From an optimization exercise on the open Yosys and OpenROAD flow, aimed at small area; shortcuts taken in it are not production practice.
Where RTL was checked, it was by simulation tests only, not by an equivalence proof against the original.

==> 02-27 <==
// vending_machine
module vending_machine(pclk,prst,pvalid,pready,paddr,pwdata,prdata,wr_rd,coin,coin_valid,num_of_tea_reqd,num_of_milk_reqd,num_of_coffee_reqd,num_of_tea_served,num_of_coffee_served,num_of_milk_served,machine_ready);
input pclk, prst, coin_valid;
input [2:0] coin;
input pvalid, wr_rd;
input [15:0] paddr;
input [15:0] pwdata;
output reg pready;
output reg [7:0] prdata;
output reg machine_ready;
output reg [3:0] num_of_tea_served;
output reg [3:0] num_of_coffee_served;
output reg [3:0] num_of_milk_served;
input [3:0] num_of_tea_reqd;
input [3:0] num_of_coffee_reqd;
input [3:0] num_of_milk_reqd;
reg [15:0] tea_cost;
reg [15:0] milk_cost;
reg [15:0] coffee_cost;
reg [31:0] credit;
wire base_hit = ~(|paddr[15:4]) & ~(|paddr[1:0]);
wire hit_t = base_hit & (paddr[3:2] == 2'b00);
wire hit_c = base_hit & (paddr[3:2] == 2'b01);
wire hit_m = base_hit & (paddr[3:2] == 2'b10);
wire wr = pvalid & wr_rd;
wire rd = pvalid & ~wr_rd;
wire [15:0] wdata = pwdata & {16{~prst}};
wire we_t = prst | (wr & hit_t);
wire we_c = prst | (wr & hit_c);
wire we_m = prst | (wr & hit_m);
wire re = prst | (rd & (hit_t | hit_c | hit_m));
wire st = hit_t & ~prst;
wire sc = hit_c & ~prst;
wire sm = hit_m & ~prst;
wire [7:0] rsel;   
always @(posedge pclk) begin
	if (we_t) tea_cost <= wdata;
	if (we_c) coffee_cost <= wdata;
	if (we_m) milk_cost <= wdata;
	if (re) prdata <= rsel;
	pready <= pvalid & ~prst;
end
reg [9:0] cv;
always @(*) begin
	case (coin)
		3'd0: cv = 10'd25;
		3'd1: cv = 10'd50;
		3'd2: cv = 10'd100;
		3'd3: cv = 10'd200;
		3'd4: cv = 10'd500;
		3'd5: cv = 10'd1000;
		default: cv = 10'd0;
	endcase
  ...
==> flow/config.mk <==
export PLATFORM = sky130hd
export DESIGN_NAME = vending_machine
export DESIGN_NICKNAME = vending_machine
export VERILOG_FILES = /design/flow/design.v
export SDC_FILE = /design/flow/constraint.sdc
export NUM_CORES = 4
export LEC_CHECK = 0
export CAP_MARGIN = 5
export CORE_MARGIN = 2
export CORE_UTILIZATION = 50
export GPL_TIMING_DRIVEN = 0
export SLEW_MARGIN = 5
export SYNTH_HIERARCHICAL = 1
==> flow/constraint.sdc <==
create_clock -name core_clock -period 12.0 [get_ports {pclk}]
set_input_delay 2.4000 -clock core_clock [delete_from_list [all_inputs] [get_ports {pclk}]]
set_output_delay 2.4000 -clock core_clock [all_outputs]
set_load 0.01 [all_outputs]
standard.sh (not shown) runs the stock make flow with config.mk's settings and CLKGATE_MAP_FILE= SYNTH_SCRIPT=/design/flow/synth_recipe.tcl, a recipe that flattens the netlist after the stock synthesis.
==> flow/flow/run.sh <==
#!/bin/bash
# Own layout flow: the standard synthesis, every logic cell set to its smallest
# drive strength (the flow's timing repair sizes up what needs it), port buffers
# of the smallest buffer then the
# standard layout steps.
set -euo pipefail
bash standard.sh synth > synth.log 2>&1
R=orfs/results/$FLOW_PLATFORM/vending_machine/base
openroad -no_init -exit -threads "${NUM_CORES:-4}" \
  -log downsize.log flow/downsize.tcl > downsize.out 2>&1
bash standard.sh "BUFFER_PORTS_ARGS=-buffer_cell sky130_fd_sc_hd__buf_1" \
  "CTS_ARGS=-sink_clustering_enable -repair_clock_nets -dont_use_dummy_load -buf_list {sky130_fd_sc_hd__clkbuf_4 sky130_fd_sc_hd__clkbuf_8} -sink_clustering_size 12 -sink_clustering_max_diameter 60" \
  finish > layout.log 2>&1
==> flow/flow/downsize.tcl <==
# Swap each combinational cell of the synthesized netlist to the smallest-area
# cell of the same family (same name but the drive-strength suffix).
set res orfs/results/$::env(FLOW_PLATFORM)/vending_machine/base
read_db $res/1_synth.odb
set db [ord::get_db]
set lib_masters {}
foreach lib [$db getLibs] {
  foreach m [$lib getMasters] {
    set n [$m getName]
    if {[regexp {^(.*)_([0-9]+)$} $n -> base drive]} {
      dict lappend lib_masters $base $m
    }
  }
}
set dont_use {}
if {[info exists ::env(DONT_USE_CELLS)]} { set dont_use [split $::env(DONT_USE_CELLS)] }
set swapped 0
foreach inst [[[$db getChip] getBlock] getInsts] {
  set m [$inst getMaster]
  set n [$m getName]
  if {![regexp {^(.*)_([0-9]+)$} $n -> base drive]} { continue }
  if {[regexp {df|dl|sdf|edf|conb|tap|fill|decap|clk} $base]} { continue }
  set best $m
  set ba [expr {[$m getWidth] * [$m getHeight]}]
  foreach c [dict get $lib_masters $base] {
    if {[lsearch -exact $dont_use [$c getName]] >= 0} { continue }
    set a [expr {[$c getWidth] * [$c getHeight]}]
    if {$a < $ba} { set best $c; set ba $a }
  }
  if {$best ne $m} {
    $inst swapMaster $best
    incr swapped
  }
}
puts "downsized $swapped instances"
write_db $res/1_synth.odb
==> 01-24 (differences from 02-27) <==
--- a/flow/design.v
+++ b/flow/design.v
@@ -54,15 +54,15 @@
 end
 wire [31:0] c;
 wire cc10, cc22;
 wire [22:10] pre;
 wire [22:0] low;
 wire [31:0] credit_d;
 wire [32:22] O, Z;
-wire tkp, kpp, up, dn, updn;
+wire tkp, kpp, up, dn;
 wire sv;
 wire [11:0] served_d;
   wire n1, n2;
   g_ha u3 (.a(credit[0]), .b(cv[0]), .s(n1), .co(n2));
   assign c[0] = n1;
   wire n4, n5;
   g_fa u6 (.a(credit[1]), .b(cv[1]), .ci(n2), .s(n4), .co(n5));
@@ -990,82 +990,101 @@
   wire n1001;
   g_and2 u1002 (.a(O[31]), .b(credit[31]), .y(n1001));
   assign O[32] = n1001;
   wire n1003;
   g_nor2b u1004 (.a(credit[31]), .bn(Z[31]), .y(n1003));
   assign Z[32] = n1003;
   wire n1005;
-  g_a21oi u1006 (.a1(prst), .a2(credit[22]), .b1(updn), .y(n1005));
+  g_nor2 u1006 (.a(up), .b(dn), .y(n1005));
   wire n1007;
-  g_xnor2 u1008 (.a(credit[22]), .b(n1005), .y(n1007));
-  assign credit_d[22] = n1007;
+  g_xor2 u1008 (.a(credit[22]), .b(n1005), .y(n1007));
   wire n1009;
-  g_a222oi u1010 (.a1(up), .a2(O[23]), .b1(dn), .b2(Z[23]), .c1(prst), .c2(credit[23]), .y(n1009));
+  g_nor2 u1010 (.a(prst), .b(n1007), .y(n1009));
+  assign credit_d[22] = n1009;
   wire n1011;
-  g_xnor2 u1012 (.a(credit[23]), .b(n1009), .y(n1011));
-  assign credit_d[23] = n1011;
+  g_a22oi u1012 (.a1(up), .a2(O[23]), .b1(dn), .b2(Z[23]), .y(n1011));
   wire n1013;
-  g_a222oi u1014 (.a1(up), .a2(O[24]), .b1(dn), .b2(Z[24]), .c1(prst), .c2(credit[24]), .y(n1013));
+  g_xor2 u1014 (.a(credit[23]), .b(n1011), .y(n1013));
   wire n1015;
-  g_xnor2 u1016 (.a(credit[24]), .b(n1013), .y(n1015));
-  assign credit_d[24] = n1015;
+  g_nor2 u1016 (.a(prst), .b(n1013), .y(n1015));
+  assign credit_d[23] = n1015;
   wire n1017;
-  g_a222oi u1018 (.a1(up), .a2(O[25]), .b1(dn), .b2(Z[25]), .c1(prst), .c2(credit[25]), .y(n1017));
+  g_a22oi u1018 (.a1(up), .a2(O[24]), .b1(dn), .b2(Z[24]), .y(n1017));
   wire n1019;
-  g_xnor2 u1020 (.a(credit[25]), .b(n1017), .y(n1019));
-  assign credit_d[25] = n1019;
+  g_xor2 u1020 (.a(credit[24]), .b(n1017), .y(n1019));
   wire n1021;
-  g_a222oi u1022 (.a1(up), .a2(O[26]), .b1(dn), .b2(Z[26]), .c1(prst), .c2(credit[26]), .y(n1021));
+  g_nor2 u1022 (.a(prst), .b(n1019), .y(n1021));
+  assign credit_d[24] = n1021;
   wire n1023;
-  g_xnor2 u1024 (.a(credit[26]), .b(n1021), .y(n1023));
-  assign credit_d[26] = n1023;
+  g_a22oi u1024 (.a1(up), .a2(O[25]), .b1(dn), .b2(Z[25]), .y(n1023));
   wire n1025;
-  g_a222oi u1026 (.a1(up), .a2(O[27]), .b1(dn), .b2(Z[27]), .c1(prst), .c2(credit[27]), .y(n1025));
+  g_xor2 u1026 (.a(credit[25]), .b(n1023), .y(n1025));
   wire n1027;
-  g_xnor2 u1028 (.a(credit[27]), .b(n1025), .y(n1027));
-  assign credit_d[27] = n1027;
+  g_nor2 u1028 (.a(prst), .b(n1025), .y(n1027));
+  assign credit_d[25] = n1027;
   wire n1029;
-  g_a222oi u1030 (.a1(up), .a2(O[28]), .b1(dn), .b2(Z[28]), .c1(prst), .c2(credit[28]), .y(n1029));
+  g_a22oi u1030 (.a1(up), .a2(O[26]), .b1(dn), .b2(Z[26]), .y(n1029));
   wire n1031;
-  g_xnor2 u1032 (.a(credit[28]), .b(n1029), .y(n1031));
-  assign credit_d[28] = n1031;
+  g_xor2 u1032 (.a(credit[26]), .b(n1029), .y(n1031));
   wire n1033;
-  g_a222oi u1034 (.a1(up), .a2(O[29]), .b1(dn), .b2(Z[29]), .c1(prst), .c2(credit[29]), .y(n1033));
+  g_nor2 u1034 (.a(prst), .b(n1031), .y(n1033));
+  assign credit_d[26] = n1033;
   wire n1035;
-  g_xnor2 u1036 (.a(credit[29]), .b(n1033), .y(n1035));
-  assign credit_d[29] = n1035;
+  g_a22oi u1036 (.a1(up), .a2(O[27]), .b1(dn), .b2(Z[27]), .y(n1035));
   wire n1037;
-  g_a222oi u1038 (.a1(up), .a2(O[30]), .b1(dn), .b2(Z[30]), .c1(prst), .c2(credit[30]), .y(n1037));
+  g_xor2 u1038 (.a(credit[27]), .b(n1035), .y(n1037));
   wire n1039;
-  g_xnor2 u1040 (.a(credit[30]), .b(n1037), .y(n1039));
-  assign credit_d[30] = n1039;
+  g_nor2 u1040 (.a(prst), .b(n1037), .y(n1039));
+  assign credit_d[27] = n1039;
   wire n1041;
-  g_a222oi u1042 (.a1(up), .a2(O[31]), .b1(dn), .b2(Z[31]), .c1(prst), .c2(credit[31]), .y(n1041));
+  g_a22oi u1042 (.a1(up), .a2(O[28]), .b1(dn), .b2(Z[28]), .y(n1041));
   wire n1043;
-  g_xnor2 u1044 (.a(credit[31]), .b(n1041), .y(n1043));
-  assign credit_d[31] = n1043;
+  g_xor2 u1044 (.a(credit[28]), .b(n1041), .y(n1043));
+  wire n1045;
+  g_nor2 u1046 (.a(prst), .b(n1043), .y(n1045));
+  assign credit_d[28] = n1045;
+  wire n1047;
+  g_a22oi u1048 (.a1(up), .a2(O[29]), .b1(dn), .b2(Z[29]), .y(n1047));
+  wire n1049;
+  g_xor2 u1050 (.a(credit[29]), .b(n1047), .y(n1049));
+  wire n1051;
+  g_nor2 u1052 (.a(prst), .b(n1049), .y(n1051));
+  assign credit_d[29] = n1051;
+  wire n1053;
+  g_a22oi u1054 (.a1(up), .a2(O[30]), .b1(dn), .b2(Z[30]), .y(n1053));
+  wire n1055;
+  g_xor2 u1056 (.a(credit[30]), .b(n1053), .y(n1055));
+  wire n1057;
+  g_nor2 u1058 (.a(prst), .b(n1055), .y(n1057));
+  assign credit_d[30] = n1057;
+  wire n1059;
+  g_a22oi u1060 (.a1(up), .a2(O[31]), .b1(dn), .b2(Z[31]), .y(n1059));
+  wire n1061;
+  g_xor2 u1062 (.a(credit[31]), .b(n1059), .y(n1061));
+  wire n1063;
+  g_nor2 u1064 (.a(prst), .b(n1061), .y(n1063));
+  assign credit_d[31] = n1063;
 wire c31 = credit[31] ^ (cc22 & O[31]);
 wire chi_zero = cc22 ? O[32] : Z[32];
 wire ok = coin_valid & ~c31;
 wire serve = ~c31 & (low[22] | ~chi_zero);
 wire take = ok & (low[22] | ~chi_zero);
 wire bw = ok & ~chi_zero & ~low[22];
-assign up = ~prst & cc22 & ~bw;
-assign dn = ~prst & bw & ~cc22;
-assign updn = up | dn;
+assign up = cc22 & ~bw;
+assign dn = bw & ~cc22;
 assign sv = serve & ~prst;
 assign tkp = ~prst & ok & (low[22] | ~chi_zero);
 assign kpp = ~prst & ~(ok & (low[22] | ~chi_zero));
 always @(posedge pclk) begin
 	credit <= credit_d;
-	machine_ready <= ~prst & (machine_ready | coin_valid);
 	if (prst | coin_valid) begin
 		num_of_tea_served <= served_d[3:0];
 		num_of_coffee_served <= served_d[7:4];
 		num_of_milk_served <= served_d[11:8];
+		machine_ready <= ~prst;
 	end
 end
 endmodule
 module g_fa(a, b, ci, s, co);
 input a, b, ci;
 output s, co;
 assign s = a ^ b ^ ci;
CORE_UTILIZATION = 55   (was 50)
==> flow_summary.toml <==
[outcome]
status = "finished clean"

[grt]
first_global_vias = 5882

[drt]
wl_per_cell_um = 21.3
drtIter0Drc = 869

[synthesis]
syn_inst = 625

[die]
dieArea_mm2 = 0.0165

[finish]
bufAreaShareNonClock_pct = 4.36

[timing]
max_freq_mhz = 86.5
the above is filed under 01-24

==> flow_summary.toml <==
[drt]
drtIter0Drc = 836
wl_per_cell_um = 20.7

[finish]
final_common_cell = "fa_1"
bufAreaShareNonClock_pct = 4.29

[die]
dieArea_mm2 = 0.0182

[outcome]
status = "finished clean"

[timing]
max_freq_mhz = 86.5

[placement]
dp_slack_ns = -0.888
the above is filed under 02-27

For 02-27, only the layout was checked, not whether the RTL still works.

separate check: timing with driven ports:
In the flow no input, the clock included, has a driving cell. The finished layouts below were timed again as built, in two steps. Step 1 assumes that a clkbuf_16 drives the clock port and a buf_2 every other input. Step 2 adds t to the input delays and takes it off the output delays; t is the mean of the earliest and latest rising clock arrival at the registers after step 1. Input paths then give back, and output paths get back, about the clock's delay inside the block. Three values: ideal ports, drivers, drivers and shift; two values: the first two.
run | t (ns) | setup slack, ns | hold WS [ns] | latest minus earliest clock arrival (ns) | worst register clock-pin slew, ns
02-27 | 0.411 | 0.436 / 0.436 / 0.069 | 0.473 / 0.473 / 0.473 | 0.023 / 0.023 | 0.10 / 0.10
01-24 | 0.407 | 0.433 / 0.433 / 0.037 | 0.555 / 0.555 / 0.555 | 0.028 / 0.028 | 0.10 / 0.10
After both steps setup and hold are still met in every run listed. The setup slack of 01-24, which loses most, moves by 0.000 ns with the drivers and by -0.396 ns with both steps.
